From an optimization exercise on the open Yosys and OpenROAD flow, aimed at small area; shortcuts taken in it are not production practice.
Where RTL was checked, it was by simulation tests only, not by an equivalence proof against the original.
The clock input has no modelled driver; a real chip could not lean on it and would need a root buffer or a full tree.

// checkers_top
module checkers_top (
    input             clk,
    input             rst_n,
    input             draw_n,
    input             submit_n,
    input      [3:0]  sw,
    output     [6:0]  hex0,
    output     [6:0]  hex1,
    output     [6:0]  hex2,
    output     [6:0]  hex3,
    output     [9:0]  ledr,
    output     [14:0] fb_addr,
    output     [23:0] fb_data,
    output            fb_we
);
==> flow/config.mk <==
export PLATFORM = sky130hd
export DESIGN_NAME = checkers_top
export DESIGN_NICKNAME = checkers_top
export VERILOG_FILES = /design/flow/design.v
export SDC_FILE = /design/flow/constraint.sdc
export NUM_CORES = 4
export LEC_CHECK = 0
export CAP_MARGIN = 20
export CORE_MARGIN = 2
export CORE_UTILIZATION = 40
export PLACE_DENSITY = 0.6
export SLEW_MARGIN = 20
==> flow/constraint.sdc <==
create_clock -name core_clock -period 10.0 [get_ports {clk}]
set_input_delay 2.0000 -clock core_clock [delete_from_list [all_inputs] [get_ports {clk}]]
set_output_delay 2.0000 -clock core_clock [all_outputs]
set_load 0.01 [all_outputs]
standard.sh (not shown) runs the stock make flow with config.mk's settings and CLKGATE_MAP_FILE= SYNTH_SCRIPT=/design/flow/synth_recipe.tcl, a recipe that flattens the netlist after the stock synthesis.
==> flow/flow/run.sh <==
#!/bin/bash
# Own layout flow: the standard layout (standard.sh) with these changes.
#  - Synthesis is the standard flow's (synth_recipe.tcl, unchanged) except that ABC maps the
#    logic with an area-oriented script (flow/abc_area.script) instead of
#    ORFS's, which buffers and upsizes for speed; registers are untouched.
#    Adders are left to ABC too (no ORFS adder cells), which maps them smaller.
#  - The port buffers that global placement adds are sky130_fd_sc_hd__buf_1.
#  - The clock tree is flow/manual_cts.tcl's: one root buffer and ten
#    leaf buffers, each for a tenth of the flip-flops (TritonCTS builds
#    seventeen buffers for this many flip-flops).
#  - Constant outputs keep synthesis's single tie cell for each value
#    instead of one tie cell per output.
# Each tool's full output stays in orfs/logs/; make's output goes to flow.log.
set -euo pipefail
W=$(pwd)
cat > "$W/area_synth.tcl" <<TCL
proc abc {args} {
  set i [lsearch -exact \$args -script]
  if {\$i >= 0} { lset args [expr {\$i + 1}] $W/flow/abc_area.script }
  yosys abc {*}\$args
}
source $W/synth_recipe.tcl
TCL
bash "$W/standard.sh" "SYNTH_SCRIPT=$W/area_synth.tcl" "ADDER_MAP_FILE=" "SKIP_REPAIR_TIE_FANOUT=1" \
  "BUFFER_PORTS_ARGS=-buffer_cell sky130_fd_sc_hd__buf_1" \
  "PRE_CTS_TCL=$W/flow/manual_cts.tcl" finish > "$W/flow.log" 2>&1
Other scripts of this flow, unchanged in this note and not shown: flow/flow/abc_area.script, flow/flow/manual_cts.tcl
==> next run, changes <==
--- a/flow/design.v
+++ b/flow/design.v
@@ -18,31 +18,32 @@
 assign hex1 = 7'b1000000;
 assign hex2 = 7'b1000000;
 assign hex3 = 7'b1111111;
 reg F;
 reg [4:0] cl;
 reg [12:0] ch;
 reg [2:0] y2h;
 wire pressed = !submit_n;
 wire [3:0] x1 = ch[3:0];
 wire [3:0] y1 = ch[7:4];
 wire [3:0] x2 = ch[11:8];
 wire [3:0] y2 = {y2h, ch[12]};
-reg ok1, s_m, s_k;
+reg s_e, s_m, s_k, t_e;
 wire [2:0] sr = y1[2:0] + {2'b00, x1[3]};
 wire [4:0] sb = {sr, x1[2:1]};
 wire sdark = x1[0] ^ sr[0];
 wire [2:0] tr = y2[2:0] + {2'b00, x2[3]};
 wire [4:0] tb = {tr, x2[2:1]};
 wire tdark = x2[0] ^ tr[0];
+wire ok1 = sdark & ~s_e & tdark & t_e;
 wire mine = s_m;
 wire [4:0] dx = {1'b0, x1} - {1'b0, x2};
 wire [4:0] dy = {1'b0, y1} - {1'b0, y2};
 wire d1 = ((dx == 5'd1) | (dx == 5'd31)) & ((dy == 5'd1) | (dy == 5'd31));
 wire d2 = ((dx == 5'd2) | (dx == 5'd30)) & ((dy == 5'd2) | (dy == 5'd30));
 wire [3:0] xm = dx[4] ? x1 + 4'd1 : x1 - 4'd1;
 wire [3:0] ym = dy[4] ? y1 + 4'd1 : y1 - 4'd1;
 wire [2:0] mr = ym[2:0] + {2'b00, xm[3]};
 wire [4:0] mb = {mr, xm[2:1]};
 wire mdark = xm[0] ^ mr[0];
 wire mclr = d2 & mdark;
 wire king = (tr == 3'd0) | ((tr == 3'd7) & (x2[2:0] != 3'd0));
@@ -132,30 +133,30 @@
 wire [4:0] rb;
 wire [4:0] ra = dsc ? rb : (cl >= 5'd12) ? tb : sb;
 wire [2:0] rpos = ra[4:2] - ph;
 wire [9:0] rw = ring[rpos * 10 +: 10];
 wire [5:0] rq = pdec(ra[1] ? rw[9:5] : rw[4:0]);
 wire f_t = pw & (ra == tb);
 wire f_s = pw & ((ra == sb) | (mclr & (ra == mb)));
 wire r_e = f_t ? 1'b0 : f_s ? 1'b1 : (ra[0] ? rq[5] : rq[2]);
 wire r_p = f_t ? P : (ra[0] ? rq[4] : rq[1]);
 wire r_k = f_t ? K : (ra[0] ? rq[3] : rq[0]);
 always @(posedge clk) begin
     if (!F && !dsc && (cl == 5'd10 || cl == 5'd11)) begin
-        ok1 <= sdark & ~r_e;
+        s_e <= r_e;
         s_m <= r_p ^ turn;
         s_k <= r_k;
     end
     if (!F && !dsc && (cl == 5'd12 || cl == 5'd13))
-        ok1 <= ok1 & tdark & r_e;
+        t_e <= r_e;
 end
 localparam [3:0] D_SA = 4'd0, D_CI = 4'd1, D_CC = 4'd2, D_SC = 4'd3,
                  D_EW = 4'd4, D_W1 = 4'd5, D_W2 = 4'd6, D_W3 = 4'd7,
                  D_DW = 4'd8, D_IU = 4'd9, D_ST = 4'd10, D_S0 = 4'd11;
 localparam [2:0] K_P1 = 3'd0, K_K1 = 3'd1, K_P2 = 3'd2, K_K2 = 3'd3,
                  K_E = 3'd4, K_W = 3'd7;
 reg [3:0] ds;
 reg [14:0] addr;
 reg [3:0] s15;    
 reg [2:0] yc;     
 reg [2:0] colr;
 reg [2:0] dat;
Outcome: The changed run completed with no timing, DRC or antenna violations; routed wire length rose by 2.4%; synthesized cell count rose by 0.74%; critical path depth does not change; final cell count rose by 0.56%; setup slack improved by 0.47 ns.
The RTL of the second run of this note was laid out without a check of its function. In every run of this note, the design's own scripts or RTL, not TritonCTS, make the clock network.

port drivers added, routing unchanged:
In the flow no input, the clock included, has a driving cell. The finished layouts below were timed again as built, in two steps.
Step 1 (the two cells are an assumption about what drives the block):
set clk [get_ports {clk}]
set_driving_cell -lib_cell sky130_fd_sc_hd__clkbuf_16 $clk
set_driving_cell -lib_cell sky130_fd_sc_hd__buf_2 [delete_from_list [all_inputs] $clk]
Step 2 moves the port delays by t, midway between the first and last clock arrival at a register: inputs arrive t later, outputs are due t later. That takes back most of the time a late clock gives input paths.
Three values: ideal ports, drivers, drivers and shift; two values: the first two.
run | t (ns) | setup WS [ns] | slew at the worst register clock pin (ns) | worst slew at a driven data input, ns | pins driven straight from the clock port
the first run | 0.458 | 3.392 / 3.392 / 3.392 | 0.11 / 0.11 | 0.03 | 1
the second run | 0.453 | 3.862 / 3.862 / 3.862 | 0.11 / 0.11 | 0.03 | 1
After both steps setup and hold are still met in every run listed.
